This design comes from an exercise in tuning for small area and a short achievable clock period on the open sky130 flow, not from production work.
No run shown here included a check of the RTL's function; only the layout flow was run.
Power and IR drop assume default switching activity.

==> flow/design.v, too long to show whole: its modules and the start of the top module <==
// module APB_Square: 1177 lines
// module apb_fa: 4 lines
// module apb_ha: 4 lines
// module apb_bsel: 3 lines
module APB_Square
(
    input wire PWRITE,
    input wire PCLK,
    input wire PSEL,
    input wire [31:0] PADDR,
    input wire [31:0] PWDATA,
    output reg [31:0] PRDATA,
    input wire PENABLE,
    output reg PREADY,
    input PRESET
);
  // ...
==> flow/run.sh <==
#!/bin/bash
# synth_recipe.tcl (not shown) runs the flow's synth.tcl, then flattens the netlist and writes it again
# the make line also repeats each setting of config.mk as NAME=value (left out here)
make -C /OpenROAD-flow-scripts/flow DESIGN_CONFIG=/design/flow/config.mk WORK_HOME=/design/flow/orfs CLKGATE_MAP_FILE= SYNTH_SCRIPT=/design/flow/synth_recipe.tcl finish
==> flow/config.mk <==
export PLATFORM = sky130hd
export DESIGN_NAME = APB_Square
export DESIGN_NICKNAME = APB_Square
export VERILOG_FILES = /design/flow/design.v
export SDC_FILE = /design/flow/constraint.sdc
export NUM_CORES = 4
export LEC_CHECK = 0
export CAP_MARGIN = 20
export CORE_MARGIN = 2
export CORE_UTILIZATION = 40
export SETUP_SLACK_MARGIN = 5
export SLEW_MARGIN = 20
export SYNTH_HIERARCHICAL = 1
==> flow/constraint.sdc <==
create_clock -name core_clock -period 8.5 [get_ports {PCLK}]
set_input_delay 1.7000 -clock core_clock [delete_from_list [all_inputs] [get_ports {PCLK}]]
set_output_delay 1.7000 -clock core_clock [all_outputs]
set_load 0.01 [all_outputs]
==> impl_results.md, run 1 <==
- EDFF count, synth: 0
- Initial drt markers: 1499
- Combinational share of power: 3.8%
- Final setup fails: 0
- Synth Area in XOR/XNOR: 16.4%
- Worst-Margin Slew: 0.802 ns
- Largest cells by area after synthesis: fa_1 22%, a22oi_2 19%, dfxtp_1 18%, xnor2_1 15%, ha_1 4.2%
- Vias in the first global route: 16100
- Final Instance Area: 0.0235 mm2
- Count of cell types in the netlist: 69
- Top reg by flops: cs_r
- Largest area contributor in the netlist: fa_1
- Tightest Hold Check Type: reg -> reg
- Inserted Diodes: 0
- Final worst slack: 4.03 ns
- Placer Congestion: 0.894
- Cell count after synthesis: 1721
- Top pwr grp: clock
- Status: finished clean
- Via count: 15700
- Top-count cell post-synth: xnor2_1
- Top cell category: multi-input combinational cells
- Fraction of registers with async set/reset: 0%
- Cell class contributing the biggest share of worst-path delay: adder cells
- Part of the power in registers: 45.9%
- Final TNS setup: 0 ns
- Buffers on Ports: 101
- Synth Area in Adders: 26.0%
- Layout clock area frac: 2.53%
- CTS HTree Levels: 4
- Critical path type: reg -> reg
- Worst Setup EP: cs_r[61]
- CP arrival: 4.83 ns
- Reg-to-reg slack, setup: 4.03 ns
- Fillers: 3867
- Required @ worst endpoint: 8.86 ns
- CP Launch Type: flop
- DRT antenna net count: 0
- Storage cell area: 0.00332 mm2
- CP cell instances: nor2_1, nand2_1, o21ai_4, a22oi_2, xnor2_2, fa_2, fa_1, fa_1, fa_1, fa_2, xor2_2, xnor2_2, xnor2_1, xnor2_1, xnor2_1
- GRT busiest layer: met2
==> run 2, diff against run 1 <==
--- a/flow/config.mk
+++ b/flow/config.mk
@@ -8,6 +8,5 @@
 export CAP_MARGIN = 20
 export CORE_MARGIN = 2
 export CORE_UTILIZATION = 40
-export SETUP_SLACK_MARGIN = 5
 export SLEW_MARGIN = 20
 export SYNTH_HIERARCHICAL = 1
==> run 2 against run 1 <==
Compared with the run above:
- via count decreased by 7.0%
- still clean
- critical path depth unchanged
- clock skew decreased by 0.0017 ns
- first-iteration DRC count decreased by 10%
- largest power group unchanged
- global-route usage decreased by 3.0 points
- register-to-register slack got worse by 0.98 ns
- critical endpoint unchanged
- sequential share of layout area increased by 1.5 points
- worst setup slack got worse by 0.98 ns
==> impl_results.md, run 2 <==
- RSZ-0062 raised after global routing: false
- Cell Count, Final, Fillers Out: 2469
- Initial drt markers: 1347 (-10%)
- Syn. warnings: 7
- Share of layout cells above drive strength 1: 22.7%
- Wire length per cell: 25.4 um
- Most frequent cells in the layout: 312 x xnor2_1, 272 x a22oi_2, 197 x nand2_1
- Storage cell area: 0.00324 mm2 (-2.4%)
- Final TNS setup: 0 ns (unchanged)
- DRT antenna net count: 0 (unchanged)
- Worst setup EP type: flop
- Main synth FF type: dfxtp_1
- Global route total overflow: 0
- CTS HTree Levels: 4 (unchanged)
- Fraction of registers with async set/reset: 0% (unchanged)
- Post-CTS Resized: 0
- Crit-path slowest cell: dfxtp_2
- DRT Pass-1 Iters: 5
- Worst-Margin Slew: 1.15 ns (+0.347 ns)
- # hold bufs at CTS: 0
- Top cell type's share of synthesized area: 21.8%
- Int Pwr: 1.18 mW
- Net switching power: 424 uW
- Count of cell types in the netlist: 69 (unchanged)
- Combinational share of power: 3.9% (about the same)
- GR Util met3: 5.61%
- Fillers: 4188 (+8.3%)
- Achievable Freq: 184 MHz
- Placeable Area: 0.0443 mm2
- Required @ worst endpoint: 8.86 ns (about the same)
- Largest area contributor in the netlist: fa_1
- Maxcap violations: 0
- Antenna violations before repair: 0
- Die Wd: 216 um
- Worst-case clock buffer depth: 2
- Buffers on Ports: 101 (unchanged)
- Full die area: 0.0466 mm2
- Worst r2r path cells: 15
- Rel. slew slack: 23.2%
- Most common cell after layout, fill and taps aside: xnor2_1
- Placer Congestion: 0.914 (+2.2%)
- TritonCTS buffer count: 17
- Reg-to-reg slack, setup: 3.05 ns (-0.98 ns)
- Worst reg2reg startpoint: b[1]
- Max Slew Vio Count: 0
- #FFs+latches synth: 161
- Largest cells by area after synthesis: fa_1 22%, a22oi_2 19%, dfxtp_1 18%, xnor2_1 15%, ha_1 4.2%
- Critical path type: reg -> reg
- Top-count cell post-synth: xnor2_1
- Status: finished clean
- Tightest Hold Check Type: reg -> reg
- Final hold viol count: 0
- CP Launch Type: flop
- Met1 GRT Util: 36.9%
- Final total power: 1.60 mW
- CP cell instances: buf_4, nor2b_4, buf_4, a22oi_2, xnor2_1, fa_1, fa_1, fa_1, fa_1, fa_1, xor2_1, xnor2_1, xnor2_1, xnor2_1, xnor2_1
- GRT busiest layer: met2
- Hold Path Stages: 1
- Part of the power in registers: 47.2% (+1.3 points)
- Hold Path End: PREADY
- Root Driver: clkbuf_16
- Tmin final: 5.45 ns
- Final setup fails: 0 (unchanged)
- Worst-path fanout max: 32
- # nets final: 2189
- EDFF count, synth: 0 (unchanged)
- Area delta synth->final: 15.6%
- Placed Cells: 2437
- Vias per cell: 5.90
- Initial Util: 40.6%
- LEAKAGE: 7.47 nW
- CP arrival: 5.81 ns (+0.98 ns)
- Cell count after synthesis: 1721 (unchanged)
- Worst r2r dst: cs_r[61]
- Hpwl dp: 45600 um
- Postcts setup bufs: 0
- Hold Crit Start: PREADY
- Avg Synthesized Cell Area: 10.4 um2
- Worst-Skew Late Latency: 0.48 ns
- Tcrit/Tclk final: 64.1%
- GR Layer Usage met2: 44.1%
- Row cnt: 77
- Total I/O pin count: 102
- Net Sw Frac: 26.5%
- Cell Area, Synth: 0.0180 mm2
- Die Y: 216 um
- All-Layer GR Usage: 27.2%
- Pwr dens: 77.0 mW/mm2
- Clk pin slew, worst setup/hold paths: 0.08 ns
- Worst vdd ir: 0.101 mV
- Largest net degree at the start of global routing: 60
- Max reg flops: 63
- CTS sink cnt: 161
- Inserted Diodes: 0 (unchanged)
- Global-route wire length before repair: 95200 um
- Detailed-route wire length: 62700 um
- Crit-path max cell delay: 0.69 ns
- Vias in the first global route: 14900 (-7.5%)
- Worst Hold Slack: 0.435 ns
- Clk pwr share: 48.9%
- CTS tree: built
- Seq/Total Area, Yosys: 17.9%
- Post-route DRC: 0
- Most frequent cells after synthesis: 312 x xnor2_1, 272 x a22oi_2, 197 x nand2_1
- Top reg by flops: cs_r
- Via count: 14600 (-7.0%)
- Final Skew: 0.0140 ns
- Multi-input gate area: 0.0147 mm2
-- run 2: Yosys stat by module (local to each module, per instance) --
module,times used,area (um2)
APB_Square,1,7900
apb_bsel,272,21.3
apb_fa,196,20.0
apb_ha,29,12.5
-- run 2: final cells by class --
class	instances	share of cell area, %
clock inverter	14	0.681
clock buffer	18	2.07
inverter	14	0.253
sequential	161	15.6
timing repair buffer	164	7.09
tap	592	3.57
multi-input combinational	1506	70.7
-- run 2: cells by family after synthesis --
kind of cell | after synthesis | synth area share, %
muxes | 32 | 1.84
DFF | 161 | 17.9
AOI/OAI and AO/OA | 523 | 27.8
buffers and inverters | 69 | 1.61
xor gates and xnor gates | 336 | 16.4
and+or+nand+nor | 343 | 8.43
other | 1 | 0.0209
adders and majority gates | 256 | 26.0
-- run 2: routing by layer --
metal,vias to the layer above,wire length (um)
met3,99,4940
li1,6473,-
met4,0,1490
met1,7402,27200
met2,602,29100
met5,-,0
-- run 2: worst max-delay path by stage --
stage               start  endpoint  slack (ns)  cells past startpoint
floorplan            b[1]  cs_r[61]        0.54                     14
global placement     b[1]  cs_r[61]        3.14                     14
detailed placement   b[1]  cs_r[61]        3.08                     14
CTS                  b[1]  cs_r[61]        3.06                     14
global route         b[1]  cs_r[61]        2.83                     15
finish               b[1]  cs_r[61]        3.05                     15
-- run 2: stage by stage --
stage / setup slack [ns] / util (%) / cell area (um2)
2_1_floorplan: 0.543 / - / 18000
3_3_place_gp: 3.14 / 45.5 / 20200
3_5_place_dp: 3.08 / 45.6 / 20200
4_1_cts: 3.06 / 46.9 / 20800
5_1_grt: 2.83 / 46.9 / 20800
6_report: 3.05 / 46.9 / 20800
-- run 2: critical path: cells and delay by family (launching register included) --
family	cells	cell delay (ns)
AND/OR/NAND/NOR	1	0.21
buffers and inverters	2	0.95
flip-flops	1	0.69
XOR/XNOR	6	0.96
adder cells (fa/ha/maj)	5	2.37
AO/OA/AOI/OAI	1	0.12
-- run 2: power groups by stage --
stage                     Clock, mW  Combinational [mW]  Sequential [mW]
after detailed placement          0              0.0606            0.773
after global placement            0              0.0602            0.773
after CTS                     0.790              0.0608            0.755
after global routing          0.825              0.0646            0.755
after floorplan                   0              0.0185            0.772
final                         0.782              0.0617            0.755

## port drivers added, routing unchanged
The flow's constraints put no driver on any port. The routed layouts listed below were extracted and timed again, unchanged, in two steps.
Step 1 sets driving cells, clkbuf_16 on the clock port and buf_2 on the other inputs (assumed; they add their load-dependent delay and slew).
Step 2, shift: input delay + t, output delay - t, t = (earliest + latest rising clock arrival at the registers) / 2. This alone moves slack from input paths to output paths.
a / b / c = ideal / step 1 / step 2; a / b = the first two.
run	t (ns)	setup slack, ns	hold WS [ns]	cell pins on the clock port's net
run 1	0.522	4.034 / 4.034 / 4.034	0.428 / 0.428 / 0.428	1
run 2	0.528	3.050 / 3.050 / 3.050	0.435 / 0.435 / 0.435	1
After both steps every run listed still meets setup and hold.
